This design comes from an exercise in tuning for small area on the open sky130 flow, not from production work. At most, simulation tests tie the RTL to the original design; equivalence was not proved. No functional check of the RTL was part of run 1. Power is estimated from default activity; no workload was simulated.

[flow/config.mk]
export PLATFORM = sky130hd
export DESIGN_NAME = main
export DESIGN_NICKNAME = main
export VERILOG_FILES = /design/flow/design.v
export SDC_FILE = /design/flow/constraint.sdc
export NUM_CORES = 4
export LEC_CHECK = 0
export ABC_AREA = 1
export CAP_MARGIN = 20
export CORE_MARGIN = 2
export CORE_UTILIZATION = 70
export PLACE_DENSITY = 0.85
export SLEW_MARGIN = 20
[flow/constraint.sdc]
create_clock -name core_clock -period 50.0 [get_ports {clk}]
set_input_delay 10.0000 -clock core_clock [delete_from_list [all_inputs] [get_ports {clk}]]
set_output_delay 10.0000 -clock core_clock [all_outputs]
set_load 0.01 [all_outputs]
[flow/design.v]
module ADC_I2C
(
	input				clk_in,
	input				rst_n_in,
	output				scl_out,
	input				sda_i,
	output				sda_o,
	output				sda_oe,
	output				adc_done,
	output				adc_first,	 
	output	[7:0]		adc_data
);
	localparam	IDLE	=	3'd0;
	localparam	MAIN	=	3'd1;
	localparam	START	=	3'd2;
	localparam	WRITE	=	3'd3;
	localparam	READ	=	3'd4;
	localparam	STOP	=	3'd5;
	reg		[5:0]		lfsr;
	reg					ph;
	wire				wrap = (lfsr == 6'b100000);
	wire				tick_400k = wrap && !ph;
	always@(posedge clk_in or negedge rst_n_in) begin
		if(!rst_n_in) begin
			lfsr <= 6'd0;
			ph <= 1'b0;
		end else begin
			lfsr <= {lfsr[4:0], ~(lfsr[5] ^ lfsr[4])};
			if(wrap) ph <= ~ph;
		end
	end
	reg		[7:0]		rx_data;
	reg					sda_out_r;
	reg		[3:0]		cnt_clk;
	reg		[3:0]		cnt_bit;
	reg		[1:0]		cnt_byte;
	reg		[2:0] 		state;
	reg     [3:0]       stable_count;
	reg					scl,sda_dir;
	reg     [1:0]       sda_sample;
	assign adc_data = rx_data;
	assign adc_done = (state == STOP || state == IDLE) && cnt_bit[3];
	assign adc_first = (state == STOP) && (cnt_clk == 4'd0) && ph && (lfsr == 6'd0);
	assign scl_out = (state == STOP && cnt_clk >= 4'd2) ? 1'b1 : scl;
	assign sda_o = sda_out_r;
	assign sda_oe = sda_dir;
	wire sda_out = sda_dir ? sda_out_r : sda_i;
	always @(posedge clk_in or negedge rst_n_in) begin
		if(!rst_n_in)
			sda_sample <= 2'b00;
		else if(tick_400k)
			sda_sample <= {sda_sample[0], sda_out};
	end
	wire sda_stable = (sda_sample[1] == sda_sample[0]);
	wire tx_bit = (cnt_byte != 2'd2) &&
	              (cnt_bit == 4'd0 || cnt_bit == 4'd3 || (cnt_bit == 4'd7 && cnt_byte == 2'd3));
	always @(posedge clk_in) begin
		if(tick_400k && state == READ && cnt_clk == 4'd4 && cnt_bit[3] == 1'b0 &&
		   (sda_stable || stable_count >= 4'd10))
			rx_data <= {rx_data[6:0], sda_sample[0]};	 
	end
	always@(posedge clk_in or negedge rst_n_in) begin
		if(!rst_n_in) begin
			state <= IDLE;
			cnt_bit <= 4'd0;
			cnt_byte <= 2'd0;
			cnt_clk <= 4'd0;
			scl <= 1'b1;
			sda_dir <= 1'b1;
			sda_out_r <= 1'b1;
			stable_count <= 4'd0;
		end else if(tick_400k) begin
			case(state)
				IDLE: begin
					cnt_clk <= 4'd0;
					cnt_bit <= 4'd0;
					cnt_byte <= 2'd0;
					sda_dir <= 1'b1;
					sda_out_r <= 1'b1;
					scl <= 1'b1;
					state <= MAIN;
				end
				MAIN: begin
					cnt_byte <= cnt_byte + 1'b1;
					case(cnt_byte)
						2'd0: state <= START;
						2'd1: state <= WRITE;
						2'd2: state <= START;
						2'd3: begin state <= READ; cnt_byte <= 2'd3; end
					endcase
				end
				START: begin
					case(cnt_clk)
						4'd0: begin
							sda_dir <= 1'b1;
							sda_out_r <= 1'b1;
							scl <= 1'b1;
							cnt_clk <= cnt_clk + 1'b1;
						end
						4'd2: begin
							sda_out_r <= 1'b0;
							cnt_clk <= cnt_clk + 1'b1;
						end
						4'd4: begin
							scl <= 1'b0;
							cnt_clk <= 4'd0;
							state <= WRITE;
							cnt_bit <= 4'd0;
						end
						default: cnt_clk <= cnt_clk + 1'b1;
					endcase
				end
				WRITE: begin
					case(cnt_clk)
						4'd0: begin
							sda_dir <= 1'b1;
							if(cnt_bit <= 4'd7)
								sda_out_r <= tx_bit;
							else
								sda_dir <= 1'b0;
							cnt_clk <= cnt_clk + 1'b1;
						end
						4'd1: begin
							scl <= 1'b0;
							cnt_clk <= cnt_clk + 1'b1;
						end
						4'd3: begin
							scl <= 1'b1;
							cnt_clk <= cnt_clk + 1'b1;
						end
						4'd4: begin
							if((cnt_bit == 4'd8 && sda_stable && sda_sample[0] == 1'b0) || cnt_bit < 4'd8) begin
								cnt_clk <= cnt_clk + 1'b1;
							end else begin
								cnt_bit <= 4'd0;
								cnt_clk <= 4'd0;
								stable_count <= stable_count + 1'b1;
								if(stable_count >= 4'd5) begin
									state <= STOP;
									stable_count <= 4'd0;
								end
							end
						end
						4'd5: begin
							scl <= 1'b0;
							cnt_clk <= 4'd0;
							if(cnt_bit == 4'd8) begin
								cnt_bit <= 4'd0;
								state <= MAIN;
							end else
								cnt_bit <= cnt_bit + 1'b1;
						end
						default: cnt_clk <= cnt_clk + 1'b1;
					endcase
				end
				READ: begin
					case(cnt_clk)
						4'd0: begin
							sda_dir <= 1'b0;
							cnt_clk <= cnt_clk + 1'b1;
						end
						4'd1: begin
							scl <= 1'b0;
							cnt_clk <= cnt_clk + 1'b1;
						end
						4'd3: begin
							scl <= 1'b1;
							cnt_clk <= cnt_clk + 1'b1;
						end
						4'd4: begin
							if(cnt_bit <= 4'd7) begin
								if(sda_stable) begin
									cnt_clk <= cnt_clk + 1'b1;
								end else begin
									stable_count <= stable_count + 1'b1;
									if(stable_count >= 4'd10) begin
										cnt_clk <= cnt_clk + 1'b1;
										stable_count <= 4'd0;
									end
								end
							end else begin
								sda_dir <= 1'b1;
								sda_out_r <= 1'b1;
								cnt_clk <= cnt_clk + 1'b1;
							end
						end
						4'd5: begin
							scl <= 1'b0;
							cnt_clk <= 4'd0;
							if(cnt_bit == 4'd8) begin
								state <= STOP;
							end else
								cnt_bit <= cnt_bit + 1'b1;
						end
						default: cnt_clk <= cnt_clk + 1'b1;
					endcase
				end
				STOP: begin
					case(cnt_clk)
						4'd0: begin
							sda_dir <= 1'b1;
							sda_out_r <= 1'b0;
						end
						4'd1: scl <= 1'b0;
						4'd3: scl <= 1'b1;
						4'd5: sda_out_r <= 1'b1;
						default: ;
					endcase
					cnt_clk <= cnt_clk + 1'b1;
					if(cnt_clk == 4'd15)
						state <= IDLE;
				end
				default: state <= IDLE;
			endcase
		end
	end
endmodule
module voltage_convert(
    input wire clk,
    input wire rst_n,
    input wire [7:0] adc_data,
    input wire adc_data_valid,
    input wire adc_data_first,      
    output reg [7:0] vcode
);
    reg [7:0] tcode;
    reg [2:0] fst;
    wire [7:0] diff = adc_data - vcode;
    wire close = !adc_data_first || diff == 8'd0 || diff == 8'd1 || diff == 8'hff;
    wire [7:0] c = adc_data;
    wire [255:0] table_codes = 256'hffe10842108421084210842108421087e108421084210842108421084210842f;
    wire is_table = table_codes[c];
    always @(posedge clk or negedge rst_n) begin
        if (!rst_n) begin
            fst <= 3'd0;
            vcode <= 8'd0;
            tcode <= 8'd0;
        end else if (!adc_data_valid) begin
            if (fst == 3'd6) fst <= 3'd5;
        end else begin
            if (close)
                fst <= (fst < 3'd4) ? fst + 3'd1 : 3'd6;
            else
                fst <= 3'd0;
            if (fst == 3'd6) begin
                if (is_table)
                    vcode <= adc_data;
                else begin
                    vcode <= tcode;
                    tcode <= adc_data;
                end
            end
        end
    end
endmodule
module lcd_1602(clk,rst_n,vcode,lcd_en,lcd_rw,lcd_rs,lcd_data);
input clk;
input rst_n;
input [7:0] vcode;
output lcd_en;
output lcd_rw;
output reg lcd_rs;
output reg [7:0] lcd_data;
reg [15:0] j;
reg h;
reg [5:0] step;
reg [7:0] cap;       
reg [3:0] dig0;      
reg [3:0] dig1;      
reg [2:0] dig2;      
wire jend = (j == 16'h3f60);
wire fb = ~(j[15] ^ j[14] ^ j[12] ^ j[3]) ^ jend;
wire wr = jend & h;
always @(posedge clk or negedge rst_n)
  if (!rst_n) begin
    j <= 16'hfd83;    
    h <= 1'b0;
    step <= 6'd0;
  end else begin
    j <= {j[14:0], fb};
    if (jend) h <= ~h;
    if (wr) step <= (step == 6'd49) ? 6'd16 : step + 6'd1;
  end
reg [1:0] delta;
always @(*)
  case (cap)
    8'd4: delta = 2'd1;
    8'd5: delta = 2'd3;
    8'd6: delta = 2'd1;
    8'd10: delta = 2'd3;
    8'd11: delta = 2'd1;
    8'd31: delta = 2'd1;
    8'd35: delta = 2'd3;
    8'd36: delta = 2'd1;
    8'd56: delta = 2'd1;
    8'd60: delta = 2'd3;
    8'd61: delta = 2'd1;
    8'd81: delta = 2'd1;
    8'd85: delta = 2'd3;
    8'd86: delta = 2'd1;
    8'd106: delta = 2'd1;
    8'd110: delta = 2'd3;
    8'd111: delta = 2'd1;
    8'd131: delta = 2'd1;
    8'd135: delta = 2'd3;
    8'd136: delta = 2'd1;
    8'd140: delta = 2'd3;
    8'd141: delta = 2'd1;
    8'd156: delta = 2'd1;
    8'd160: delta = 2'd3;
    8'd161: delta = 2'd1;
    8'd165: delta = 2'd3;
    8'd166: delta = 2'd1;
    8'd181: delta = 2'd1;
    8'd185: delta = 2'd3;
    8'd186: delta = 2'd1;
    8'd190: delta = 2'd3;
    8'd191: delta = 2'd1;
    8'd206: delta = 2'd1;
    8'd210: delta = 2'd3;
    8'd211: delta = 2'd1;
    8'd215: delta = 2'd3;
    8'd216: delta = 2'd1;
    8'd231: delta = 2'd1;
    default: delta = 2'd2;
  endcase
wire [3:0] s0 = dig0 + {2'b00, delta};
wire       c0 = (s0 >= 4'd10);
wire       c1 = c0 && (dig1 == 4'd9);
always @(posedge clk)
  if (wr && step == 6'd16) begin
    cap <= vcode;
    dig0 <= 4'd0;
    dig1 <= 4'd0;
    dig2 <= 3'd0;
  end else if (cap != 8'd0) begin
    cap <= cap - 8'd1;
    dig0 <= c0 ? s0 - 4'd10 : s0;
    if (c0) dig1 <= c1 ? 4'd0 : dig1 + 4'd1;
    if (c1) dig2 <= dig2 + 3'd1;
  end
assign lcd_en = (step < 6'd10) | ~h;
assign lcd_rw = 1'b0;
wire [10:0] digits = {dig2, dig1, dig0};
always @(*) begin
  lcd_rs = 1'b1;
  case (step)
    6'd11: begin lcd_rs = 1'b0; lcd_data = 8'h38; end
    6'd12: begin lcd_rs = 1'b0; lcd_data = 8'h08; end
    6'd13: begin lcd_rs = 1'b0; lcd_data = 8'h01; end
    6'd14: begin lcd_rs = 1'b0; lcd_data = 8'h06; end
    6'd15: begin lcd_rs = 1'b0; lcd_data = 8'h0C; end
    6'd16: begin lcd_rs = 1'b0; lcd_data = 8'h80; end
    6'd17: lcd_data = 8'h00;
    6'd18: lcd_data = "V";
    6'd19: lcd_data = "o";
    6'd20: lcd_data = "l";
    6'd21: lcd_data = "t";
    6'd22: lcd_data = "a";
    6'd23: lcd_data = "g";
    6'd24: lcd_data = "e";
    6'd25: lcd_data = " ";
    6'd26: lcd_data = {5'b00110, digits[10:8]};
    6'd27: lcd_data = ".";
    6'd28: lcd_data = {4'h3, digits[7:4]};
    6'd29: lcd_data = {4'h3, digits[3:0]};
    6'd30: lcd_data = "V";
    6'd31: lcd_data = " ";
    6'd32: lcd_data = " ";
    6'd33: begin lcd_rs = 1'b0; lcd_data = 8'hC0; end
    6'd34: lcd_data = 8'h00;
    6'd35: lcd_data = "A";
    6'd36: lcd_data = "D";
    6'd37: lcd_data = "C";
    6'd38: lcd_data = " ";
    6'd39: lcd_data = "P";
    6'd40: lcd_data = "C";
    6'd41: lcd_data = "F";
    6'd42: lcd_data = "8";
    6'd43: lcd_data = "5";
    6'd44: lcd_data = "9";
    6'd45: lcd_data = "1";
    6'd46: lcd_data = " ";
    6'd47: lcd_data = " ";
    6'd48: lcd_data = " ";
    6'd49: lcd_data = " ";
    default: begin lcd_rs = 1'b0; lcd_data = 8'h00; end
  endcase
end
endmodule
module main(
    input wire clk,
    input wire rst_n,
    output wire scl,
    input  wire sda_i,
    output wire sda_o,
    output wire sda_oe,
    output wire lcd_rs,
    output wire lcd_rw,
    output wire lcd_en,
    output wire [7:0] lcd_data
);
    wire [7:0] adc_data;
    wire       adc_data_valid;
    wire       adc_data_first;
    wire [7:0] vcode;
    ADC_I2C u_adc_i2c(
        .clk_in(clk),
        .rst_n_in(rst_n),
        .scl_out(scl),
        .sda_i(sda_i),
        .sda_o(sda_o),
        .sda_oe(sda_oe),
        .adc_done(adc_data_valid),
        .adc_first(adc_data_first),
        .adc_data(adc_data)
    );
    voltage_convert u_voltage_convert(
        .clk(clk),
        .rst_n(rst_n),
        .adc_data(adc_data),
        .adc_data_valid(adc_data_valid),
        .adc_data_first(adc_data_first),
        .vcode(vcode)
    );
    lcd_1602 u_lcd1602_display(
        .clk(clk),
        .rst_n(rst_n),
        .vcode(vcode),
        .lcd_rs(lcd_rs),
        .lcd_rw(lcd_rw),
        .lcd_en(lcd_en),
        .lcd_data(lcd_data)
    );
endmodule
[flow/flow/run.sh]
#!/bin/bash
# Own layout flow: the standard synthesis, then its combinational logic
# re-mapped for area by ABC (registers untouched; several random seeds of
# ABC's &deepsyn, keeping the smallest netlist), then the standard layout
# with small port buffers and a clock tree without dummy loads.
set -euo pipefail
W=$PWD
R=$W/orfs/results/${FLOW_PLATFORM}/main/base
LIB=$FLOW_HOME/platforms/${FLOW_PLATFORM}/lib/sky130_fd_sc_hd__tt_025C_1v80.lib
YOSYS=yosys
if [[ -x $FLOW_HOME/../tools/install/yosys/bin/yosys ]]; then YOSYS=$FLOW_HOME/../tools/install/yosys/bin/yosys; fi

bash standard.sh synth > $W/standard_synth.log 2>&1
cp $R/1_2_yosys.v $W/std_1_2_yosys.v

resyn() {
  local s=$1
  printf 'strash\n&get -n\n&deepsyn -T 10 -S %d\n&put\nstrash\ndch\namap\n' $s > $W/deep_$s.script
  IN=$W/std_1_2_yosys.v OUT=$W/resyn_$s.v LIB=$LIB SCRIPT=$W/deep_$s.script \
    $YOSYS -c $W/flow/resyn.tcl > $W/resyn_yosys_$s.log 2>&1 || true
}
for batch in "0 1 2 3" "4 5 6 7" "8 9 10 11" "12 13 14 15"; do
  for s in $batch; do resyn $s & done
  wait
done

best=""; best_area=""
for s in $(seq 0 15); do
  if [[ -s $W/resyn_$s.v && -s $W/resyn_$s.v.stat ]]; then
    a=$(awk '/Chip area for module/{print $NF}' $W/resyn_$s.v.stat)
    echo "seed $s area $a" >> $W/resyn_choice.log
    if [[ -z "$best" ]] || awk "BEGIN{exit !($a < $best_area)}"; then best=$s; best_area=$a; fi
  fi
done
echo "chosen seed ${best:-none} area ${best_area:-none}" >> $W/resyn_choice.log
if [[ -n "$best" ]]; then
  cp $W/resyn_$best.v $R/1_2_yosys.v
fi
rm -f $R/1_synth.odb $R/1_synth.sdc

# port buffers: the smallest buffer; clock tree: no dummy loads
bash standard.sh "BUFFER_PORTS_ARGS=-buffer_cell sky130_fd_sc_hd__buf_1" \
  "CTS_ARGS=-sink_clustering_enable -repair_clock_nets -dont_use_dummy_load -buf_list sky130_fd_sc_hd__clkbuf_16 -sink_clustering_size 50 -sink_clustering_max_diameter 300" \
  finish > $W/standard_layout.log 2>&1
[flow/flow/resyn.tcl]
# Re-maps the combinational logic of the standard synthesis netlist with a
# stronger ABC script; flip-flops (blackboxed here) keep their cells and names.
# env: IN OUT LIB SCRIPT
yosys -import
set lib $::env(LIB)
read_liberty -ignore_miss_func $lib
foreach m [list sky130_fd_sc_hd__dfrtp_1 sky130_fd_sc_hd__dfrtp_2 sky130_fd_sc_hd__dfrtp_4 sky130_fd_sc_hd__dfstp_1 sky130_fd_sc_hd__dfstp_2 sky130_fd_sc_hd__dfstp_4 sky130_fd_sc_hd__dfxtp_1 sky130_fd_sc_hd__dfxtp_2 sky130_fd_sc_hd__dfxtp_4 sky130_fd_sc_hd__edfxtp_1 sky130_fd_sc_hd__dfrbp_1 sky130_fd_sc_hd__dfrbp_2 sky130_fd_sc_hd__dfsbp_1 sky130_fd_sc_hd__dfsbp_2 sky130_fd_sc_hd__dfxbp_1 sky130_fd_sc_hd__dfxbp_2 sky130_fd_sc_hd__edfxbp_1 sky130_fd_sc_hd__dfbbp_1 sky130_fd_sc_hd__dfbbn_1 sky130_fd_sc_hd__dfbbn_2 sky130_fd_sc_hd__dfrtn_1 sky130_fd_sc_hd__conb_1] {
  blackbox $m
}
read_verilog $::env(IN)
hierarchy -top main
flatten
opt -purge
abc -script $::env(SCRIPT) -liberty $lib -dont_use *lpflow* -dont_use *probe* -dont_use *_fa_* -dont_use *_ha_* -dont_use *_fah_* -dont_use *_bleeder*
opt_clean -purge
hilomap -singleton -hicell sky130_fd_sc_hd__conb_1 HI -locell sky130_fd_sc_hd__conb_1 LO
insbuf -buf sky130_fd_sc_hd__buf_4 A X
opt_clean -purge
tee -o $::env(OUT).stat stat -liberty $lib
write_verilog -noattr -nohex -nodec $::env(OUT)
[flow/standard.sh]
#!/bin/bash
# synth_recipe.tcl (not shown) runs the flow's synth.tcl, then flattens the netlist and writes it again
# the make line also repeats each setting of config.mk as NAME=value (left out here)
make -C /OpenROAD-flow-scripts/flow DESIGN_CONFIG=/design/flow/config.mk WORK_HOME=/design/flow/orfs CLKGATE_MAP_FILE= SYNTH_SCRIPT=/design/flow/synth_recipe.tcl "${@:-finish}"
==> key figures, run 1 <==
Clock network
  • Hold-fix buffers at CTS: 0
  • # resized after CTS: 0
  • Deepest clock path buffer count: 2
  • TritonCTS clock tree: done
  • Clock Latency Late Sink: 340 ps
  • CTS root buf: clkbuf_16
  • Clock sinks: 98
  • H-tree depth: 3
  • Total setup buffers inserted after CTS: 0
  • CTS buffer count: 9
  • Clock slew at reported path FFs: 60 ps

Layout
  • Layout fillers: 517
  • N_diodes: 0
  • Area grow syn2layout: 8.12%
  • Layout cells sized above 1: 3.80%
  • Final #Nets: 690
  • Layout Utilization: between 70% and 80%

Power
  • Cell Pwr Density: about 25 nW/um2
  • Overall power: between 0.1 and 0.15 mW
  • Leakage: 2.15 nW
  • Worst VDD drop: 0.0000205 V

Die
  • Core ar.: 7250 um2
  • Die width: a little over 90 um
  • # rows: 31
  • Initial core utilization: 72.6%
  • Die Height: a little over 90 um
  • Die area: 8240 um2
  • I/O pin count: 17

Placement
  • IO Port Bufs: 15
  • Gpl congestion: 0.966
  • Post-DP HPWL: 9290 um
  • Setup WS pre-CTS: 37860 ps

Yosys
  • Synth Area per Inst: 8.00 um2
  • Syn. warnings: 3
  • Area of the mapped netlist: between 5000 and 6000 um2
  • Mapped Nets: 662
  • Synth Instances: between 600 and 700

Setup path
  • FF-to-FF Start: u_lcd1602_display.cap[1]
  • Worst Path Buf+Inv: 4
  • Crit. End Element: output pin
  • Worst setup path startpoint: u_lcd1602_display.step[4]
  • Crit-path most repeated cell: clkinv_1
  • CP peak stage delay: 410 ps
  • Reg2Reg Setup Slack: 45370 ps
  • CP cell instances: clkinv_1 -> nor2_1 -> clkinv_1 -> nor2_1 -> clkinv_1 -> nor3_1 -> a22oi_1 -> o221ai_1 -> buf_1
  • Slowest cell on crit path: dfrtp_1
  • WP depth: 9
  • Worst path required time: 40000 ps
  • Startpoint Class: flop
  • Crit Path Class: reg2out
  • Arr. time, crit path: 2630 ps
  • Endpoint of the worst register-to-register path: u_lcd1602_display.dig2[2]
  • CP Max Fanout: 9
  • R2R depth: 21
  • Delay-heaviest family, CP: buffers and inverters
  • Setup crit end: lcd_data[1]

Global route
  • First-pass GRT wire length: about 22000 um
  • Antenna violations before repair: 0
  • Largest net degree at the start of global routing: 72
  • Vias in the first global route: 4773
  • GR Util All Layers: 32.8%
  • GRT overflow: 0

Routing
  • Routed Antenna Nets: 0
  • DRC Markers: 0
  • Wire per inst: 16.5 um
  • DR pass1 iterations: 7
  • Via/cell ratio: between 6 and 7
  • Drt total wl: 12900 um
  • Via count: 5074
  • Detailed router's first-iteration violation count: 459

STA
  • Max Slew Vio Count: 0
  • Tmin final: 12630 ps
  • Worst setup margin: 37370 ps
  • Fmax: 0.0792 GHz
  • RSZ-0062 raised after global routing: no
  • TNS Setup: 0 ps
  • Clock skew: 25.3 ps
  • Rel. slew slack: 28.0%
  • Hold Fails Final Rpt: 0
  • Fin crit share: between 20% and 30%
  • Count of final setup violators: 0
  • Worst-Margin Slew: between 1000 and 1500 ps

Min path
  • Worst hold path class: reg2reg
  • WHS Path Cells: 0

Flow run
  • Max Cap Violations: 0

Outcome
  • Status: no timing/DRC/antenna violations
==> how the worst min path moves through the flow <==
stage | end | from | slack, ps
after floorplan | u_lcd1602_display.j[6] | u_lcd1602_display.j[5] | 350
after global placement | u_lcd1602_display.j[6] | u_lcd1602_display.j[5] | 350
after CTS | u_lcd1602_display.j[8] | u_lcd1602_display.j[7] | 370
after global routing | u_lcd1602_display.j[12] | u_lcd1602_display.j[11] | 370
after detailed placement | u_lcd1602_display.j[8] | u_lcd1602_display.j[7] | 360
final | u_lcd1602_display.j[8] | u_lcd1602_display.j[7] | 370
==> stage by stage <==
stage | cells | instance area (um2) | hold WS, ps
6_report | 784 | 5700 | 366
5_1_grt | 784 | 5700 | 369
4_1_cts | 784 | 5700 | 367
3_5_place_dp | 775 | 5470 | 356
3_3_place_gp | 775 | 5470 | 351
2_1_floorplan | 659 | 5270 | 346
==> layout make-up <==
type	count	area [um2]	area share, %
Inverter	111	417	7.31
Tap cell	99	124	2.17
Clock buffer	9	225	3.95
Sequential cell	98	2490	43.8
Timing Repair Buffer	17	72.6	1.27
Multi-Input combinational cell	450	2360	41.5
==> worst reg2reg max path: stages (launching register included) <==
cell,delay (ps)
edfxtp_1,510
clkinv_1,240
o32a_1,430
nor2_1,100
a21oi_1,50
or3_1,330
o311ai_0,420
clkinv_1,190
o21ai_0,300
o22ai_1,130
nor2_1,170
nor2_1,60
a21oi_1,250
nor3_1,100
nand2_1,140
clkinv_1,120
o32ai_1,180
nand2_1,160
nor2_1,190
and2_0,230
nor2_1,70
a211oi_1,150
==> cell usage in the layout (no fill, tap or decap), types with 14 or more instances in the layout <==
master / n
a211oi_1: 14
nor2_1: 132
buf_1: 14
clkinv_1: 111
a21oi_1: 42
nand2_1: 56
dfrtp_1: 58
o21ai_0: 39
nor3_1: 38
o22ai_1: 18
edfxtp_1: 16
==> where the power goes <==
group | internal (mW) | total, mW | switching, mW
logic | 0.000111 | 0.00123 | 0.00112
clock network | 0.0317 | 0.0578 | 0.0260
registers | 0.0808 | 0.0808 | 0
==> state kept, by name, indices dropped and copies added, names as in the netlist <==
register and count:
u_adc_i2c.cnt_bit 4, u_adc_i2c.sda_dir 1, u_lcd1602_display.dig1 4, u_lcd1602_display.cap 8, u_voltage_convert.tcode 8, u_voltage_convert.vcode 8, u_adc_i2c.stable_count 4, u_lcd1602_display.dig0 4
u_lcd1602_display.j 16, u_adc_i2c.sda_sample 2, u_adc_i2c.lfsr 6, u_lcd1602_display.h 1, u_adc_i2c.rx_data 8, u_adc_i2c.state 3, u_voltage_convert.fst 3, u_adc_i2c.sda_out_r 1
u_adc_i2c.ph 1, u_lcd1602_display.dig2 3, u_lcd1602_display.step 6, u_adc_i2c.cnt_byte 2, u_adc_i2c.scl 1, u_adc_i2c.cnt_clk 4
==> per-layer routing <==
metal	vias up	GRT usage [%]	routed length [um]
li1	2401	-	-
met2	311	53.3	6180
met5	-	0	0
met1	2320	45.5	5310
met4	0	9.74	325
met3	42	5.84	1100
==> run 2: changes to the inputs <==
--- a/flow/design.v
+++ b/flow/design.v
@@ -41,7 +41,7 @@
 	assign adc_data = rx_data;
 	assign adc_done = (state == STOP || state == IDLE) && cnt_bit[3];
 	assign adc_first = (state == STOP) && (cnt_clk == 4'd0) && ph && (lfsr == 6'd0);
-	assign scl_out = (state == STOP && cnt_clk >= 4'd2) ? 1'b1 : scl;
+	assign scl_out = scl;
 	assign sda_o = sda_out_r;
 	assign sda_oe = sda_dir;
 	wire sda_out = sda_dir ? sda_out_r : sda_i;
@@ -201,8 +201,7 @@
 							sda_dir <= 1'b1;
 							sda_out_r <= 1'b0;
 						end
-						4'd1: scl <= 1'b0;
-						4'd3: scl <= 1'b1;
+						4'd1: scl <= 1'b1;
 						4'd5: sda_out_r <= 1'b1;
 						default: ;
 					endcase
--- a/flow/flow/run.sh
+++ b/flow/flow/run.sh
@@ -40,5 +40,5 @@
 
 # port buffers: the smallest buffer; clock tree: no dummy loads
 bash standard.sh "BUFFER_PORTS_ARGS=-buffer_cell sky130_fd_sc_hd__buf_1" \
-  "CTS_ARGS=-sink_clustering_enable -repair_clock_nets -dont_use_dummy_load -buf_list sky130_fd_sc_hd__clkbuf_16 -sink_clustering_size 50 -sink_clustering_max_diameter 300" \
+  "CTS_ARGS=-repair_clock_nets -dont_use_dummy_load -buf_list sky130_fd_sc_hd__clkbuf_8" \
   finish > $W/standard_layout.log 2>&1
==> run 2 against run 1 <==
Cell count rose by 0.26%. First-iteration DRC count rose by 2.6%. Clock skew fell by 6.3 ps. Non-clock buffer count did not move. Worst setup slack improved by 340 ps. Clock power fell by about 30%. Global-route usage fell by 0.47 points. Total power fell by 12%. Largest cell class unchanged. Largest power group unchanged.
==> key figures, run 2 <==
Outcome
  • Status: no timing/DRC/antenna violations

STA
  • Count of final setup violators: 0
  • Fmax: 0.0814 GHz
  • Hold Fails Final Rpt: 0
  • Max Slew Vio Count: 0
  • TNS Setup: 0 ps
  • Rel. slew slack: around 40%
  • Tmin final: 12290 ps
  • Clock skew: 19.0 ps
  • Fin crit share: 24.6%
  • Worst-Margin Slew: 897 ps
  • Hold WS: 358 ps
  • RSZ-0062 raised after global routing: no

Clock network
  • TritonCTS clock tree: done
  • Clock Latency Late Sink: 360 ps
  • CTS root buf: clkbuf_8
  • Clock sinks: 98
  • H-tree depth: 3
  • Clock slew at reported path FFs: 90 ps
  • # resized after CTS: 0
  • Total setup buffers inserted after CTS: 0
  • CTS buffer count: 9
  • Hold-fix buffers at CTS: 0
  • Deepest clock path buffer count: 2

Die
  • Core ar.: 7290 um2
  • Die width: 90.9 um
  • # rows: 31
  • I/O pin count: 17
  • Initial core utilization: 72.4%
  • Die area: 8260 um2
  • Die Height: 90.9 um

Routing
  • Drt total wl: 13000 um
  • DRC Markers: 0
  • Routed Antenna Nets: 0
  • Via/cell ratio: ~6.6
  • DR pass1 iterations: 5
  • Wire per inst: between 15 and 20 um
  • Detailed router's first-iteration violation count: between 400 and 500
  • Via count: 5201

Power
  • Cell Pwr Density: 21.8 nW/um2
  • Overall power: 0.122 mW
  • Leakage: ~2.1 nW
  • Worst VDD drop: approximately 0.000022 V

Setup path
  • Delay-heaviest family, CP: simple AND/OR/NAND/NOR gates
  • Crit. End Element: output pin
  • Crit Path Class: reg2out
  • Arr. time, crit path: 2290 ps
  • CP peak stage delay: 440 ps
  • CP Max Fanout: 9
  • Worst Path Buf+Inv: 3
  • Startpoint Class: flop
  • Crit-path most repeated cell: clkinv_1
  • Worst path required time: roughly 40000 ps
  • Slowest cell on crit path: dfrtp_1
  • CP cell instances: clkinv_1 -> nor2_1 -> clkinv_1 -> nor3_1 -> a2111oi_0 -> o21ai_0 -> buf_1

Global route
  • Largest net degree at the start of global routing: 72
  • GRT overflow: 0
  • First-pass GRT wire length: 21900 um
  • Antenna violations before repair: 0
  • GR Util All Layers: 32.4%
  • Vias in the first global route: 4813

Yosys
  • Mapped Nets: 664
  • Synth Area per Inst: 7.99 um2
  • Synth Instances: ~660
  • Syn. warnings: 3
  • Area of the mapped netlist: 5280 um2

Layout
  • Max reg flops: 16
  • Layout Utilization: 76.8%
  • Most common cell after layout, fill and taps aside: nor2_1
  • Area grow syn2layout: 6.06%
  • Layout cells sized above 1: 3.64%
  • N_diodes: 0
  • Most frequent cells in the layout: nor2_1 (145), clkinv_1 (93), nand2_1 (60)
  • Layout fillers: 530
  • Final #Nets: 692
  • Largest Register: u_lcd1602_display.j

Placement
  • Post-DP HPWL: ~9500 um
  • IO Port Bufs: 15
  • Gpl congestion: 0.940

Min path
  • Worst hold path class: reg2reg

Flow run
  • Max Cap Violations: 0
-- run 2: changes by cell type in the layout (fill, tap and decap cells not counted), sizes merged, moves of 5 or more --
| cell | previous run | this run |
|---|---|---|
| o221ai | 8 | 3 |
| a21oi | 42 | 34 |
| nor2 | 132 | 145 |
| a31oi | 6 | 13 |
| o21a | 8 | 2 |
| clkinv | 111 | 93 |
-- run 2: report_power, final --
group          switching (mW)  internal, mW  leakage [nW]
logic                 0.00113      0.000111         0.857
registers                   0        0.0807          1.20
clock network          0.0242        0.0162        0.0647
-- run 2: layout make-up --
cell class / instances / area [um2] / share of cell area, %
flip-flops and latches: 98 / 2490 / 44.5
multi-input cells: 470 / 2440 / 43.5
inverters: 93 / 349 / 6.23
clock buffers: 9 / 124 / 2.21
well taps: 99 / 124 / 2.21
repair buffers: 17 / 72.6 / 1.30
-- run 2: final timing paths --
path	startpoint	end	slack, ps	cells after the start
max	u_lcd1602_display.step[1]	lcd_data[5]	37710	7
min	u_lcd1602_display.j[14]	u_lcd1602_display.j[15]	360	0
max reg2reg	u_lcd1602_display.cap[5]	u_lcd1602_display.dig2[2]	45650	26
min reg2reg	u_lcd1602_display.j[14]	u_lcd1602_display.j[15]	360	0
max in group asynchronous	rst_n	u_lcd1602_display.j[9]	39560	2
min in group asynchronous	rst_n	u_voltage_convert.vcode[5]	9840	2
-- run 2: routing by layer --
metal | up-vias | global-route usage [%] | routed length [um] | share of wire, %
met3 | 63 | 5.43 | 1020 | 7.9
met5 | - | 0 | 0 | 0
li1 | 2407 | - | - | -
met4 | 0 | 10.5 | 369 | 2.8
met1 | 2410 | 43.1 | 5360 | 41
met2 | 321 | 54.5 | 6250 | 48
-- run 2: worst register-to-register path: stages (launching register included) --
cell and delay (ps):
edfxtp_1 440, clkinv_1 150, nor2_1 270, clkinv_1 150
nor4_1 240, a31oi_1 60, or3_1 320, a31o_1 230
o2111ai_1 110, clkinv_1 140, nor2_1 150, a21o_1 120
nor2_1 50, nor2_1 120, nand2_1 110, o21ai_0 120
nand2_1 110, clkinv_1 90, nor2_1 70, nand3_1 110
clkinv_1 110, o21ai_0 230, nand2_1 140, nor2_1 190
and2_0 220, nor2_1 50, a211oi_1 160
-- run 2: through the flow --
stage	instances	cell area [um2]	setup WS, ps
finish	786	5600	37710
detailed placement	777	5480	38190
global route	786	5600	37550
CTS	786	5600	37770
floorplan	661	5280	38500
global placement	777	5480	38170
==> run 3: changes to the inputs <==
--- a/flow/flow/run.sh
+++ b/flow/flow/run.sh
@@ -40,5 +40,5 @@
 
 # port buffers: the smallest buffer; clock tree: no dummy loads
 bash standard.sh "BUFFER_PORTS_ARGS=-buffer_cell sky130_fd_sc_hd__buf_1" \
-  "CTS_ARGS=-repair_clock_nets -dont_use_dummy_load -buf_list sky130_fd_sc_hd__clkbuf_8" \
+  "CTS_ARGS=-sink_clustering_enable -repair_clock_nets -dont_use_dummy_load -buf_list sky130_fd_sc_hd__clkbuf_8" \
   finish > $W/standard_layout.log 2>&1
==> run 3 against run 2 <==
Global-route usage did not move. Critical path depth did not move. Via count did not move. Cell count did not move. Critical endpoint unchanged. Synthesized area did not move. Wire length did not move. Die area did not move. Final area did not move. Clock power barely moved.
==> key figures, run 3 <==
Placement
  • Setup WS pre-CTS: about 38000 ps
  • IO Port Bufs: 15
  • Gpl congestion: roughly 0.94
  • Post-DP HPWL: 9510 um
  • Dpl cells: 777

STA
  • Hold Fails Final Rpt: 0
  • RSZ-0062 raised after global routing: no
  • Max Slew Vio Count: 0
  • Hold WS: between 300 and 400 ps
  • Rel. slew slack: roughly 40%
  • Tmin final: 12290 ps
  • Clock skew: around 19 ps
  • Worst-Margin Slew: approximately 900 ps
  • Count of final setup violators: 0
  • Worst setup margin: 37710 ps
  • TNS Setup: 0 ps
  • Fmax: 0.0814 GHz
  • Fin crit share: 24.6%

Yosys
  • Syn. warnings: 3
  • Synth Instances: 661
  • Mapped Nets: between 600 and 700
  • Area of the mapped netlist: between 5000 and 6000 um2
  • Synth Area per Inst: ~8.0 um2

Die
  • Initial core utilization: 72.4%
  • Core ar.: 7290 um2
  • Die width: 90.9 um
  • Die area: 8260 um2
  • I/O pin count: 17
  • # rows: 31
  • Die Height: 90.9 um

Power
  • Leakage: 2.12 nW
  • Cell Pwr Density: 21.8 nW/um2
  • Worst VDD drop: ~0.000022 V

Global route
  • Vias in the first global route: 4813
  • Largest net degree at the start of global routing: 72
  • GR Util All Layers: 32.4%
  • Antenna violations before repair: 0
  • First-pass GRT wire length: 21900 um
  • GRT overflow: 0

Routing
  • Drt total wl: 13000 um
  • DRC Markers: 0
  • Via count: 5201
  • Detailed router's first-iteration violation count: 471
  • Wire per inst: 16.5 um
  • DR pass1 iterations: 5
  • Via/cell ratio: roughly 6.6
  • Routed Antenna Nets: 0

Clock network
  • Clock sinks: 98
  • Deepest clock path buffer count: 2
  • Clock slew at reported path FFs: 90 ps
  • Clock Latency Late Sink: between 300 and 400 ps
  • Total setup buffers inserted after CTS: 0
  • # resized after CTS: 0
  • TritonCTS clock tree: done
  • H-tree depth: 3
  • Hold-fix buffers at CTS: 0
  • CTS root buf: clkbuf_8
  • CTS buffer count: 9

Layout
  • Most common cell after layout, fill and taps aside: nor2_1
  • Area grow syn2layout: 6.06%
  • Max reg flops: 16
  • Most frequent cells in the layout: nor2_1 (145), clkinv_1 (93), nand2_1 (60)
  • Final #Nets: 692
  • Largest Register: u_lcd1602_display.j
  • Final Instance Count excl. Fillers: 786
  • N_diodes: 0
  • Layout cells sized above 1: 3.64%

Setup path
  • Crit Path Class: reg2out
  • Crit. End Element: output pin
  • Worst path required time: 40000 ps
  • CP Max Fanout: 9
  • Arr. time, crit path: 2290 ps
  • Startpoint Class: flop

Min path
  • Worst hold path class: reg2reg

Outcome
  • Status: no timing/DRC/antenna violations

Flow run
  • Max Cap Violations: 0
==> run 3: cell counts in the layout (fill, tap and decap cells not counted) <==
No cell type changed its count.
==> run 3: path summary, 6_finish.rpt <==
path | end | depth (start not counted) | from | slack [ps]
hold / removal | u_lcd1602_display.j[15] | 0 | u_lcd1602_display.j[14] | 360
min in group asynchronous | u_voltage_convert.vcode[5] | 2 | rst_n | 9840
max in group asynchronous | u_lcd1602_display.j[9] | 2 | rst_n | 39560
setup reg to reg | u_lcd1602_display.dig2[2] | 26 | u_lcd1602_display.cap[5] | 45650
setup / recovery | lcd_data[5] | 7 | u_lcd1602_display.step[1] | 37710
hold reg to reg | u_lcd1602_display.j[15] | 0 | u_lcd1602_display.j[14] | 360
==> run 3: final cells by class <==
class / count / area, um2
repair buffers: 17 / 72.6
flip-flops and latches: 98 / 2490
fillers: 530 / 1690
well taps: 99 / 124
multi-input cells: 470 / 2440
clock buffers: 9 / 124
inverters: 93 / 349
==> run 3: metrics by stage <==
step	cell area, um2	util, %	total power, mW
final	5600	76.8	0.122
after global routing	5600	76.8	0.125
after CTS	5600	76.8	0.122
after detailed placement	5480	75.1	0.0836
after global placement	5480	75.1	0.0835
after floorplan	5280	-	0.0824
==> run 3: where the power goes <==
part	switching [mW]	internal (mW)	leakage (nW)
Clock	0.0242	0.0162	0.0647
Combinational	0.00113	0.000111	0.857
Sequential	0	0.0807	1.20
==> run 3: critical path, cell delays in order, from the launching register on <==
cell	delay (ps)
dfrtp_1	440
clkinv_1	270
nor2_1	320
clkinv_1	180
nor3_1	310
a2111oi_0	130
o21ai_0	120
buf_1	170
==> run 3: layer usage <==
metal	vias to the layer above	GRT usage [%]	part of all wire (%)
li1	2407	-	-
met1	2410	43.1	41
met2	321	54.5	48
met3	63	5.43	7.9
met4	0	10.5	2.8
met5	-	0	0
==> run 4: changes to the inputs <==
--- a/flow/design.v
+++ b/flow/design.v
@@ -10,12 +10,12 @@
 	output				adc_first,	 
 	output	[7:0]		adc_data
 );
-	localparam	IDLE	=	3'd0;
-	localparam	MAIN	=	3'd1;
-	localparam	START	=	3'd2;
-	localparam	WRITE	=	3'd3;
-	localparam	READ	=	3'd4;
-	localparam	STOP	=	3'd5;
+	localparam IDLE = 3'd0;
+	localparam MAIN = 3'd1;
+	localparam START = 3'd3;
+	localparam WRITE = 3'd2;
+	localparam READ = 3'd6;
+	localparam STOP = 3'd4;
 	reg		[5:0]		lfsr;
 	reg					ph;
 	wire				wrap = (lfsr == 6'b100000);
--- a/flow/flow/run.sh
+++ b/flow/flow/run.sh
@@ -19,13 +19,13 @@
   IN=$W/std_1_2_yosys.v OUT=$W/resyn_$s.v LIB=$LIB SCRIPT=$W/deep_$s.script \
     $YOSYS -c $W/flow/resyn.tcl > $W/resyn_yosys_$s.log 2>&1 || true
 }
-for batch in "0 1 2 3" "4 5 6 7" "8 9 10 11" "12 13 14 15"; do
+for batch in "0 1 2 3" "4 5 6 7" "8 9 10 11" "12 13 14 15" "16 17 18 19" "20 21 22 23"; do
   for s in $batch; do resyn $s & done
   wait
 done
 
 best=""; best_area=""
-for s in $(seq 0 15); do
+for s in $(seq 0 23); do
   if [[ -s $W/resyn_$s.v && -s $W/resyn_$s.v.stat ]]; then
     a=$(awk '/Chip area for module/{print $NF}' $W/resyn_$s.v.stat)
     echo "seed $s area $a" >> $W/resyn_choice.log
==> run 4 against run 3 <==
Still clean on timing, DRC and antenna. Via count shrank 3.4%. Wire length fell by 3.1%. Maximum frequency decreased by 1.9%. Die area is 1.5% lower. Count of clock-buffer cells in the layout unchanged. Critical path type unchanged. Largest cell class unchanged. Largest power group unchanged.
==> key figures, run 4 <==
Clock network
  • TritonCTS clock tree: done
  • Clock slew at reported path FFs: 90 ps
  • Hold-fix buffers at CTS: 0
  • H-tree depth: 3
  • Total setup buffers inserted after CTS: 0
  • Deepest clock path buffer count: 2
  • CTS buffer count: 9
  • # resized after CTS: 0
  • Clock sinks: 98
  • CTS root buf: clkbuf_8
  • Clock Latency Late Sink: ~360 ps

Setup path
  • Startpoint Class: flop
  • Crit Path Class: reg2out
  • Crit. End Element: output pin
  • Setup crit end: lcd_data[0]
  • FF-to-FF Start: u_lcd1602_display.cap[5]
  • Worst setup path startpoint: u_lcd1602_display.step[5]
  • R2R depth: 21
  • Endpoint of the worst register-to-register path: u_lcd1602_display.dig2[2]
  • Worst path required time: 40000 ps
  • Arr. time, crit path: roughly 2500 ps
  • CP Max Fanout: 7
  • Reg2Reg Setup Slack: 45700 ps

Layout
  • Most frequent cells in the layout: nor2_1 (125), clkinv_1 (84), nand2_1 (68)
  • Layout Utilization: 76.5%
  • Largest Register: u_lcd1602_display.j
  • Final instance area: 5520 um2
  • Max reg flops: 16
  • Final Instance Count excl. Fillers: 770
  • Final #Nets: 676
  • N_diodes: 0
  • Layout cells sized above 1: 3.73%
  • Most common cell after layout, fill and taps aside: nor2_1
  • Area grow syn2layout: 6.16%

STA
  • Clock skew: 22.8 ps
  • Count of final setup violators: 0
  • Fin crit share: 25.1%
  • RSZ-0062 raised after global routing: no
  • Worst-Margin Slew: 898 ps
  • TNS Setup: 0 ps
  • Tmin final: approximately 13000 ps
  • Max Slew Vio Count: 0
  • Fmax: around 0.08 GHz
  • Hold Fails Final Rpt: 0
  • Rel. slew slack: ~40%

Placement
  • Post-DP HPWL: 9340 um
  • Dpl cells: 761
  • Dpl cell area: ~5400 um2
  • Gpl congestion: around 1.1
  • IO Port Bufs: 15

Power
  • Clock group share of total power: 32.9%
  • Sw power: 0.0251 mW
  • Cell Pwr Density: ~22 nW/um2
  • P_int: 0.0970 mW
  • Combinational fraction of design power: approximately 1.0%
  • Register share of total power: approximately 66%
  • Leakage: 2.09 nW
  • Worst VDD drop: 0.0000209 V
  • Sw frac: 20.6%

Die
  • Initial core utilization: between 70% and 80%
  • Core ar.: 7210 um2
  • Die area: 8130 um2
  • I/O pin count: 17
  • Die width: 90.2 um
  • Die Height: 90.2 um
  • # rows: 31

Routing
  • Detailed router's first-iteration violation count: 343
  • DR pass1 iterations: 5
  • Via/cell ratio: 6.52
  • Wire per inst: 16.4 um
  • DRC Markers: 0
  • Routed Antenna Nets: 0
  • Drt total wl: 12600 um
  • Via count: 5022

Global route
  • GR Util All Layers: 32.3%
  • GRT overflow: 0
  • First-pass GRT wire length: 21500 um
  • Vias in the first global route: 4634
  • Largest net degree at the start of global routing: 72
  • Antenna violations before repair: 0

Min path
  • Worst hold path class: reg2reg

Yosys
  • Synth Area per Inst: 8.06 um2
  • Area of the mapped netlist: between 5000 and 6000 um2
  • Syn. warnings: 3
  • Mapped Nets: between 600 and 700
  • Synth Instances: roughly 650

Flow run
  • Max Cap Violations: 0

Outcome
  • Status: no timing/DRC/antenna violations
[run 4: layout make-up]
cell class                      count  area, um2
Sequential cell                    98       2490
Multi-Input combinational cell    463       2390
Fill cell                         521       1700
Inverter                           84        315
Clock buffer                        9        124
Tap cell                           99        124
Timing Repair Buffer               17       72.6
[run 4: layer usage]
metal  routed length, um  GRT usage, %
met1                5370          44.9
met2                5840          51.7
met3                1000          5.36
met4                 385          12.2
met5                   0             0
[run 4: worst min-delay path by stage]
stage                            startpoint                 endpoint  slack, ps  cells after the start
finish              u_lcd1602_display.j[11]  u_lcd1602_display.j[12]        370                      0
global route         u_lcd1602_display.j[0]   u_lcd1602_display.j[1]        380                      0
CTS                  u_lcd1602_display.j[0]   u_lcd1602_display.j[1]        370                      0
detailed placement  u_lcd1602_display.j[10]  u_lcd1602_display.j[11]        360                      0
global placement     u_lcd1602_display.j[0]   u_lcd1602_display.j[1]        350                      0
floorplan            u_lcd1602_display.j[5]   u_lcd1602_display.j[6]        350                      0
[run 4: stage by stage]
| step | worst slack (ps) | hold WS, ps | total power [mW] |
|---|---|---|---|
| after global placement | 37980 | 355 | 0.0836 |
| after CTS | 37550 | 373 | 0.123 |
| after detailed placement | 37940 | 359 | 0.0836 |
| final | 37470 | 372 | 0.122 |
| after floorplan | 38290 | 353 | 0.0824 |
| after global routing | 37330 | 376 | 0.126 |
[run 4: power groups by stage]
stage | clock (mW) | combinational (mW) | sequential, mW
floorplan | 0 | 0.0000586 | 0.0823
global placement | 0 | 0.00129 | 0.0823
detailed placement | 0 | 0.00135 | 0.0823
CTS | 0.0407 | 0.00135 | 0.0807
global route | 0.0434 | 0.00152 | 0.0807
finish | 0.0402 | 0.00125 | 0.0807
[run 4: worst max-delay path: stages, from the launching register on]
cell      delay (ps)
dfrtp_1          460
clkinv_1         130
nand2_1          170
nor4_1           490
a21oi_1           80
o21ai_0          130
nor2_1            80
or4_1            490
buf_1            150
==> run 5: changes to the inputs <==
--- a/flow/design.v
+++ b/flow/design.v
@@ -224,11 +224,19 @@
 );
     reg [7:0] tcode;
     reg [2:0] fst;
-    wire [7:0] diff = adc_data - vcode;
-    wire close = !adc_data_first || diff == 8'd0 || diff == 8'd1 || diff == 8'hff;
+    wire [7:0] x = adc_data ^ vcode;
+    wire [8:0] xx = {1'b0, x};
+    wire lowmask = (x & (x + 8'd1)) == 8'd0;
+    wire [6:0] eqn = ~(vcode[7:1] ^ vcode[6:0]);      
+    wire uniform = &(~xx[8:2] | eqn);
+    wire topdiff = &(~(xx[7:1] & ~xx[8:2]) | ~eqn);
+    wire close = !adc_data_first || (lowmask && uniform && (topdiff || x == 8'hff));
     wire [7:0] c = adc_data;
-    wire [255:0] table_codes = 256'hffe10842108421084210842108421087e108421084210842108421084210842f;
-    wire is_table = table_codes[c];
+    wire [4:0] nsum = {1'b0, c[7:4]} + {1'b0, c[3:0]};
+    wire m5 = (nsum == 5'd0) || (nsum == 5'd5) || (nsum == 5'd10) || (nsum == 5'd15) ||
+              (nsum == 5'd20) || (nsum == 5'd25) || (nsum == 5'd30);
+    wire is_table = (c >= 8'd245) || (c <= 8'd3) || (c >= 8'd125 && c <= 8'd130) ||
+                    (c <= 8'd240 && m5);
     always @(posedge clk or negedge rst_n) begin
         if (!rst_n) begin
             fst <= 3'd0;
==> run 5 against run 4 <==
Final area down 1.4%. First-iteration DRC count up 24%. Non-clock buffer count unchanged. Register-to-register slack improved by 50 ps. Die area down 1.4%. Maximum frequency down 2.0%. Highest routed layer unchanged. Synthesized area is 1.5% lower. Largest cell class unchanged.
==> key figures, run 5 <==
Die
  • Die width: 89.5 um
  • Initial core utilization: ~70%
  • Die Height: 89.5 um
  • # rows: 31
  • I/O pin count: 17
  • Core ar.: 7180 um2
  • Die area: ~8000 um2

Layout
  • Final #Nets: approximately 650
  • Largest Register: u_lcd1602_display.j
  • Final instance area: 5440 um2
  • Layout fillers: 519
  • Layout cells sized above 1: 3.87%
  • Most frequent cells in the layout: nor2_1 (129), clkinv_1 (80), dfrtp_1 (58)
  • N_diodes: 0
  • Multi-input logic area: roughly 2300 um2
  • Register area: 2490 um2
  • Area grow syn2layout: 6.25%
  • Max reg flops: 16
  • Final Instance Count excl. Fillers: roughly 750
  • Layout Utilization: 75.8%
  • Most common cell after layout, fill and taps aside: nor2_1

Routing
  • Via count: 4806
  • Via/cell ratio: ~6.5
  • Drt total wl: 12200 um
  • Wire per inst: 16.4 um
  • DR pass1 iterations: 6
  • Routed Antenna Nets: 0
  • DRC Markers: 0
  • Detailed router's first-iteration violation count: 425

Clock network
  • CTS buffer count: 9
  • Clock Latency Late Sink: 360 ps
  • Clock sinks: 98
  • Clock slew at reported path FFs: 100 ps
  • Total setup buffers inserted after CTS: 0
  • H-tree depth: 3
  • # resized after CTS: 0
  • Hold-fix buffers at CTS: 0
  • CTS root buf: clkbuf_8
  • TritonCTS clock tree: done
  • Deepest clock path buffer count: 2

Yosys
  • Synth Instances: 620
  • Synth Area per Inst: 8.26 um2
  • Syn. warnings: 3
  • Mapped Nets: about 620
  • Area of the mapped netlist: a little over 5000 um2

STA
  • TNS Setup: 0 ps
  • Worst-Margin Slew: roughly 870 ps
  • Fin crit share: 25.6%
  • Hold WS: 369 ps
  • RSZ-0062 raised after global routing: no
  • Max Slew Vio Count: 0
  • Count of final setup violators: 0
  • Rel. slew slack: 42.1%
  • Tmin final: 12780 ps
  • Clock skew: 30.8 ps
  • Worst setup margin: 37220 ps
  • Hold Fails Final Rpt: 0
  • Fmax: 0.0782 GHz

Setup path
  • Arr. time, crit path: 2780 ps
  • CP Max Fanout: 14
  • FF-to-FF Start: u_lcd1602_display.cap[5]
  • Crit Path Class: reg2out
  • Startpoint Class: flop
  • Worst path required time: 40000 ps
  • Worst setup path startpoint: u_lcd1602_display.step[1]
  • Crit. End Element: output pin

Global route
  • GRT overflow: 0
  • Vias in the first global route: 4376
  • GR Util All Layers: 31.5%
  • First-pass GRT wire length: 19600 um
  • Antenna violations before repair: 0
  • Largest net degree at the start of global routing: between 70 and 80

Power
  • Sw frac: approximately a fifth
  • Clock group share of total power: around a third
  • Leakage: about 2.1 nW
  • Combinational fraction of design power: 1.0%
  • Cell Pwr Density: 22.3 nW/um2
  • P_int: 0.0970 mW
  • Worst VDD drop: 0.0000262 V
  • Register share of total power: 66.4%
  • Sw power: between 0.02 and 0.025 mW
  • Overall power: 0.122 mW

Placement
  • IO Port Bufs: 15
  • Dpl cell area: around 5300 um2
  • Post-DP HPWL: around 9100 um
  • Dpl cells: 736
  • Gpl congestion: 0.982
  • Setup WS pre-CTS: ~38000 ps

Min path
  • Worst hold path class: reg2reg
  • Hold Crit Start: u_lcd1602_display.j[4]

Flow run
  • Max Cap Violations: 0

Outcome
  • Status: no timing/DRC/antenna violations
[run 5: power by group through the flow]
stage	clock [mW]	sequential, mW	combinational (mW)
after floorplan	0	0.0823	0.0000622
after global placement	0	0.0823	0.00124
after detailed placement	0	0.0823	0.00129
after CTS	0.0397	0.0807	0.00130
final	0.0397	0.0807	0.00123
after global routing	0.0428	0.0807	0.00152
[run 5: critical path, cell delays in order, from the launching register on]
cell,delay [ps]
dfrtp_1,510
clkinv_1,410
nor2_1,270
a21oi_1,100
o22a_1,210
o22ai_1,160
nand3_1,110
nor2_1,220
clkinv_1,120
o221ai_1,170
buf_1,170
[run 5: path summary, 6_finish.rpt]
path | endpoint | slack (ps) | depth (start not counted)
max | lcd_data[0] | 37220 | 10
min | u_lcd1602_display.j[5] | 370 | 0
max reg2reg | u_lcd1602_display.dig2[1] | 45750 | 19
min reg2reg | u_lcd1602_display.j[5] | 370 | 0
max in group asynchronous | u_adc_i2c.state[1] | 39560 | 2
min in group asynchronous | u_lcd1602_display.j[9] | 9830 | 2
[run 5: per-layer routing]
metal | up-vias | routed length [um] | global-route usage, %
li1 | 2299 | - | -
met1 | 2214 | 5080 | 42.3
met2 | 254 | 5870 | 51.8
met3 | 39 | 997 | 5.08
met4 | 0 | 295 | 12.2
met5 | - | 0 | 0
[run 5: area by class of cell]
type / count / share of cell area (%)
Sequential cell: 98 / 45.8
Inverter: 80 / 5.52
Multi-Input combinational cell: 442 / 42.8
Timing Repair Buffer: 17 / 1.33
Tap cell: 99 / 2.28
Clock buffer: 9 / 2.28
==> run 6: changes to the inputs <==
--- a/flow/flow/run.sh
+++ b/flow/flow/run.sh
@@ -40,5 +40,5 @@
 
 # port buffers: the smallest buffer; clock tree: no dummy loads
 bash standard.sh "BUFFER_PORTS_ARGS=-buffer_cell sky130_fd_sc_hd__buf_1" \
-  "CTS_ARGS=-sink_clustering_enable -repair_clock_nets -dont_use_dummy_load -buf_list sky130_fd_sc_hd__clkbuf_8" \
+  "CTS_ARGS=-sink_clustering_enable -repair_clock_nets -dont_use_dummy_load -buf_list sky130_fd_sc_hd__clkbuf_16 -sink_clustering_levels 1 -sink_clustering_size 40 -sink_clustering_max_diameter 400" \
   finish > $W/standard_layout.log 2>&1
==> run 6 against run 5 <==
Still clean. Count of clock-buffer cells in the layout unchanged. Non-clock buffer count up 1. Via count up 6.0%. Critical path depth up 2. Final area up 2.9%. Sequential share of layout area down 1.3 points. Sequential power about the same. First-iteration DRC count up 29%. Cell count up 3.4%. Critical path type unchanged. Largest cell class unchanged. Largest power group unchanged.
==> key figures, run 6 <==
Outcome
  • Status: no timing/DRC/antenna violations

Die
  • Initial core utilization: between 70% and 80%
  • I/O pin count: 17
  • # rows: 31
  • Die width: 90.0 um
  • Die Height: 90.0 um
  • Die area: 8090 um2
  • Core ar.: between 7000 and 8000 um2

Clock network
  • Deepest clock path buffer count: 2
  • Clock sinks: about 100
  • H-tree depth: 3
  • Hold-fix buffers at CTS: 0
  • CTS root buf: clkbuf_16
  • Total setup buffers inserted after CTS: 0
  • Clock slew at reported path FFs: 60 ps
  • TritonCTS clock tree: done
  • Clock Latency Late Sink: 330 ps
  • CTS buffer count: 9
  • # resized after CTS: 0

STA
  • Clock skew: between 15 and 20 ps
  • Fmax: approximately 0.077 GHz
  • Hold Fails Final Rpt: 0
  • Tmin final: between 10000 and 15000 ps
  • Max Slew Vio Count: 0
  • RSZ-0062 raised after global routing: no
  • Count of final setup violators: 0
  • TNS Setup: 0 ps
  • Worst setup margin: 37030 ps
  • Worst-Margin Slew: 1040 ps
  • Rel. slew slack: between 20% and 30%
  • Fin crit share: 25.9%

Min path
  • Worst hold path class: reg2reg
  • Hold Crit Start: u_lcd1602_display.j[11]

Routing
  • Wire per inst: 16.7 um
  • Via count: 5096
  • DRC Markers: 0
  • Routed Antenna Nets: 0
  • DR pass1 iterations: 6
  • Via/cell ratio: 6.62
  • Drt total wl: between 10000 and 15000 um
  • Detailed router's first-iteration violation count: around 550

Yosys
  • Syn. warnings: 3
  • Synth Instances: about 640
  • Mapped Nets: about 650
  • Synth Area per Inst: ~8 um2
  • Area of the mapped netlist: 5170 um2

Global route
  • Largest net degree at the start of global routing: 72
  • Antenna violations before repair: 0
  • First-pass GRT wire length: 21900 um
  • Vias in the first global route: 4719
  • GRT overflow: 0
  • GR Util All Layers: between 30% and 40%

Flow run
  • Max Cap Violations: 0

Layout
  • Multi-input logic area: 2350 um2
  • Largest Register: u_lcd1602_display.j
  • Layout fillers: 490
  • Layout cells sized above 1: 3.87%
  • Most frequent cells in the layout: nor2_1 (144), clkinv_1 (88), nand2_1 (65)
  • N_diodes: 0
  • Area grow syn2layout: 8.30%
  • Final #Nets: between 600 and 700
  • Register area: 2490 um2
  • Max reg flops: 16
  • Most common cell after layout, fill and taps aside: nor2_1

Setup path
  • Startpoint Class: flop
  • Crit Path Class: reg2out
  • Worst setup path startpoint: u_lcd1602_display.step[5]
  • CP Max Fanout: 10
  • FF-to-FF Start: u_lcd1602_display.cap[6]
  • Arr. time, crit path: 2970 ps
  • Worst path required time: about 40000 ps
  • Crit. End Element: output pin

Placement
  • Setup WS pre-CTS: 37480 ps
  • Gpl congestion: between 0.9 and 1
  • IO Port Bufs: 15
  • Post-DP HPWL: 9170 um

Power
  • Worst VDD drop: roughly 0.000025 V
  • Leakage: about 2.2 nW
  • Cell Pwr Density: 24.8 nW/um2
==> run 6: cell count changes in the layout (fill, tap and decap cells not counted), sizes merged, moves of 5 or more <==
cell | previous run | this run
nand2 | 54 | 65
a21oi | 32 | 27
o21ai | 41 | 54
nor3 | 30 | 36
nor2 | 129 | 144
clkinv | 80 | 88
==> run 6: routing by layer <==
metal / track usage, % / wire length (um) / vias up
met5: 0 / 0 / -
met4: 7.69 / 246 / 0
met3: 6.20 / 1120 / 52
met2: 55.2 / 6110 / 326
met1: 45.6 / 5370 / 2363
li1: - / - / 2355
==> run 6: through the flow <==
stage	std cells	hold WS (ps)	power, mW	area (um2)	utilization, %
floorplan	644	346	0.0824	5170	-
global placement	761	353	0.0835	5380	74.5
detailed placement	761	358	0.0836	5380	74.5
CTS	770	350	0.140	5600	77.6
global route	770	353	0.143	5600	77.6
finish	770	349	0.139	5600	77.6
==> run 6: final cells by class <==
class	instances	area share (%)
Clock buffer	9	4.02
Inverter	88	5.90
Multi-Input combinational cell	458	41.9
Sequential cell	98	44.5
Tap cell	99	2.21
Timing Repair Buffer	18	1.43
==> run 6: where the power goes <==
part	internal [mW]	switching (mW)	total (mW)
clock	0.0317	0.0253	0.0570
sequential	0.0808	0	0.0808
combinational	0.000115	0.00115	0.00127
total	0.113	0.0264	0.139
==> run 6: worst paths after layout <==
path	slack, ps	end	cells past startpoint
worst min-delay path	350	u_lcd1602_display.j[12]	0
max in group asynchronous	39520	u_lcd1602_display.j[4]	2
worst min register to register	350	u_lcd1602_display.j[12]	0
min in group asynchronous	9870	u_voltage_convert.vcode[3]	2
worst max-delay path	37030	lcd_data[2]	12
worst max register to register	44900	u_lcd1602_display.dig2[2]	26
==> run 6: worst max-delay path: stages (launching register included) <==
cell       delay, ps
dfrtp_1          490
nor2_1           240
clkinv_1         120
nor2_1           360
clkinv_1         190
o31ai_1          280
a221oi_1          90
nand2_1          130
clkinv_1          70
o32ai_1          300
a2111oi_0        120
nand2_1           90
buf_1            150
==> run 7: changes to the inputs <==
--- a/flow/flow/run.sh
+++ b/flow/flow/run.sh
@@ -40,5 +40,5 @@
 
 # port buffers: the smallest buffer; clock tree: no dummy loads
 bash standard.sh "BUFFER_PORTS_ARGS=-buffer_cell sky130_fd_sc_hd__buf_1" \
-  "CTS_ARGS=-sink_clustering_enable -repair_clock_nets -dont_use_dummy_load -buf_list sky130_fd_sc_hd__clkbuf_16 -sink_clustering_levels 1 -sink_clustering_size 40 -sink_clustering_max_diameter 400" \
+  "CTS_ARGS=-sink_clustering_enable -repair_clock_nets -dont_use_dummy_load -buf_list sky130_fd_sc_hd__clkbuf_8 -sink_buffer_max_cap_derate 1.0" \
   finish > $W/standard_layout.log 2>&1
==> run 7 against run 6 <==
Worst setup slack lost 18 ps. Core utilization shrank 1.4 points. Sequential cell count is the same. Largest cell class unchanged. Sequential share of layout area grew 0.82 points. Largest power group unchanged. Sequential power is essentially flat. Highest routed layer unchanged. Critical path depth is the same. Global-route usage shrank 0.49 points.
==> key figures, run 7 <==
Die
  • Die width: between 80 and 90 um
  • # rows: 31
  • Die area: 8090 um2
  • I/O pin count: 17
  • Initial core utilization: 71.7%
  • Core ar.: 7210 um2
  • Die Height: 90.0 um

Power
  • Combinational fraction of design power: 1.0%
  • Clock group share of total power: between 30% and 40%
  • P_int: about 0.097 mW
  • Sw frac: 19.8%
  • Overall power: 0.121 mW
  • Cell Pwr Density: 22.0 nW/um2
  • Worst VDD drop: approximately 0.00002 V
  • Sw power: 0.0239 mW
  • Leakage: roughly 2.1 nW
  • Register share of total power: 66.7%

STA
  • Hold Fails Final Rpt: 0
  • Fmax: between 0.07 and 0.08 GHz
  • TNS Setup: 0 ps
  • Count of final setup violators: 0
  • Worst setup margin: 37010 ps
  • Clock skew: 25.3 ps
  • Worst-Margin Slew: 1000 ps
  • Tmin final: 12990 ps
  • RSZ-0062 raised after global routing: no
  • Fin crit share: 26.0%
  • Rel. slew slack: 31.4%
  • Max Slew Vio Count: 0

Placement
  • Gpl congestion: 0.972
  • Setup WS pre-CTS: 37480 ps
  • IO Port Bufs: 15
  • Post-DP HPWL: 9170 um

Clock network
  • Clock Latency Late Sink: approximately 350 ps
  • TritonCTS clock tree: done
  • # resized after CTS: 0
  • CTS root buf: clkbuf_8
  • H-tree depth: 3
  • CTS buffer count: 9
  • Clock sinks: 98
  • Deepest clock path buffer count: 2
  • Total setup buffers inserted after CTS: 0
  • Clock slew at reported path FFs: 90 ps
  • Hold-fix buffers at CTS: 0

Flow run
  • Max Cap Violations: 0

Setup path
  • CP Max Fanout: 10
  • Startpoint Class: flop
  • Arr. time, crit path: roughly 3000 ps
  • CP cell instances: nor2_1 -> clkinv_1 -> nor2_1 -> clkinv_1 -> o31ai_1 -> a221oi_1 -> nand2_1 -> clkinv_1 -> o32ai_1 -> a2111oi_0 -> o21ai_0 -> buf_1
  • Crit Path Class: reg2out
  • CP peak stage delay: 500 ps
  • Worst path required time: 40000 ps
  • Crit. End Element: output pin
  • Slowest cell on crit path: dfrtp_1
  • Crit-path most repeated cell: clkinv_1

Routing
  • Drt total wl: 12600 um
  • DRC Markers: 0
  • Routed Antenna Nets: 0
  • Detailed router's first-iteration violation count: 491
  • Via/cell ratio: 6.50
  • DR pass1 iterations: 7
  • Wire per inst: 16.3 um
  • Via count: 5007

Yosys
  • Mapped Nets: between 600 and 700
  • Synth Instances: 644
  • Synth Area per Inst: 8.03 um2
  • Area of the mapped netlist: between 5000 and 6000 um2
  • Syn. warnings: 3

Layout
  • Area grow syn2layout: 6.34%
  • N_diodes: 0
  • Layout Utilization: 76.2%
  • Multi-input logic area: 2350 um2
  • Final #Nets: 676
  • Largest Register: u_lcd1602_display.j
  • Layout cells sized above 1: 3.87%
  • Max reg flops: 16
  • Most common cell after layout, fill and taps aside: nor2_1
  • Most frequent cells in the layout: nor2_1 (144), clkinv_1 (88), nand2_1 (65)
  • Register area: 2490 um2
  • Layout fillers: 511

Global route
  • Largest net degree at the start of global routing: approximately 70
  • First-pass GRT wire length: 21700 um
  • Antenna violations before repair: 0
  • GR Util All Layers: 32.5%
  • GRT overflow: 0
  • Vias in the first global route: 4725

Min path
  • Worst hold path class: reg2reg

Outcome
  • Status: no timing/DRC/antenna violations
## run 7: final cells by class
type	instances	area share, %
sequential	98	45.3
clock buffer	9	2.25
inverter	88	6.01
timing repair buffer	18	1.46
tap	99	2.25
multi-input combinational	458	42.7
## run 7: path summary, 6_finish.rpt
kind | endpoint | cells past startpoint | startpoint | slack, ps
worst max-delay path | lcd_data[1] | 12 | u_lcd1602_display.step[5] | 37010
worst min register to register | u_lcd1602_display.j[12] | 0 | u_lcd1602_display.j[11] | 340
max in group asynchronous | u_lcd1602_display.j[4] | 2 | rst_n | 39550
min in group asynchronous | u_voltage_convert.vcode[3] | 2 | rst_n | 9840
worst max register to register | u_lcd1602_display.dig2[2] | 26 | u_lcd1602_display.cap[6] | 44920
worst min-delay path | u_lcd1602_display.j[12] | 0 | u_lcd1602_display.j[11] | 340
## run 7: per-stage QoR
stage | area, um2 | hold slack [ps] | instances
3_5_place_dp | 5380 | 358 | 761
3_3_place_gp | 5380 | 353 | 761
5_1_grt | 5500 | 348 | 770
4_1_cts | 5500 | 346 | 770
2_1_floorplan | 5170 | 346 | 644
6_report | 5500 | 340 | 770
## run 7: worst max-delay path: cells and delay by family (launching register included)
kind | cells | cell delay (ps)
and+or+nand+nor | 3 | 740
DFF | 1 | 500
AOI/OAI and AO/OA | 5 | 850
buffers and inverters | 4 | 530
## run 7: metal layers
layer / global-route usage (%) / share of wire, %
met5: 0 / 0
met4: 8.46 / 2.5
met3: 6.12 / 8.3
met2: 54.0 / 47
met1: 44.8 / 42
## run 7: power by group through the flow
stage / Clock, mW / Combinational, mW / Sequential, mW
final: 0.0390 / 0.00125 / 0.0807
after global routing: 0.0435 / 0.00154 / 0.0807
after CTS: 0.0401 / 0.00132 / 0.0807
after detailed placement: 0 / 0.00131 / 0.0823
after global placement: 0 / 0.00125 / 0.0823
after floorplan: 0 / 0.0000622 / 0.0823

## what the ideal ports hide
No port has a modelled driver above. Below, the same layouts with a new extraction and two added sets of constraints.
Step 1 assumes that a clkbuf_16 drives the clock port and a buf_2 every other input.
Step 2 moves the port delays by t, midway between the first and last clock arrival at a register: inputs arrive t later, outputs are due t later. That takes back most of the time a late clock gives input paths.
a / b / c = ideal ports / drivers / drivers and shift; a / b = the first two.
| run | t (ns) | setup slack, ns | pins driven straight from the clock port |
|---|---|---|---|
| run 1 | 0.366 | 37.374 / 37.335 / 37.701 | 1 |
| run 2 | 0.381 | 37.710 / 37.676 / 38.057 | 1 |
| run 3 | 0.381 | 37.710 / 37.676 / 38.057 | 1 |
| run 4 | 0.381 | 37.475 / 37.440 / 37.821 | 1 |
| run 5 | 0.376 | 37.216 / 37.184 / 37.560 | 1 |
| run 6 | 0.362 | 37.028 / 36.990 / 37.352 | 1 |
| run 7 | 0.369 | 37.009 / 36.978 / 37.347 | 1 |
After both steps setup and hold are still met in every run listed.
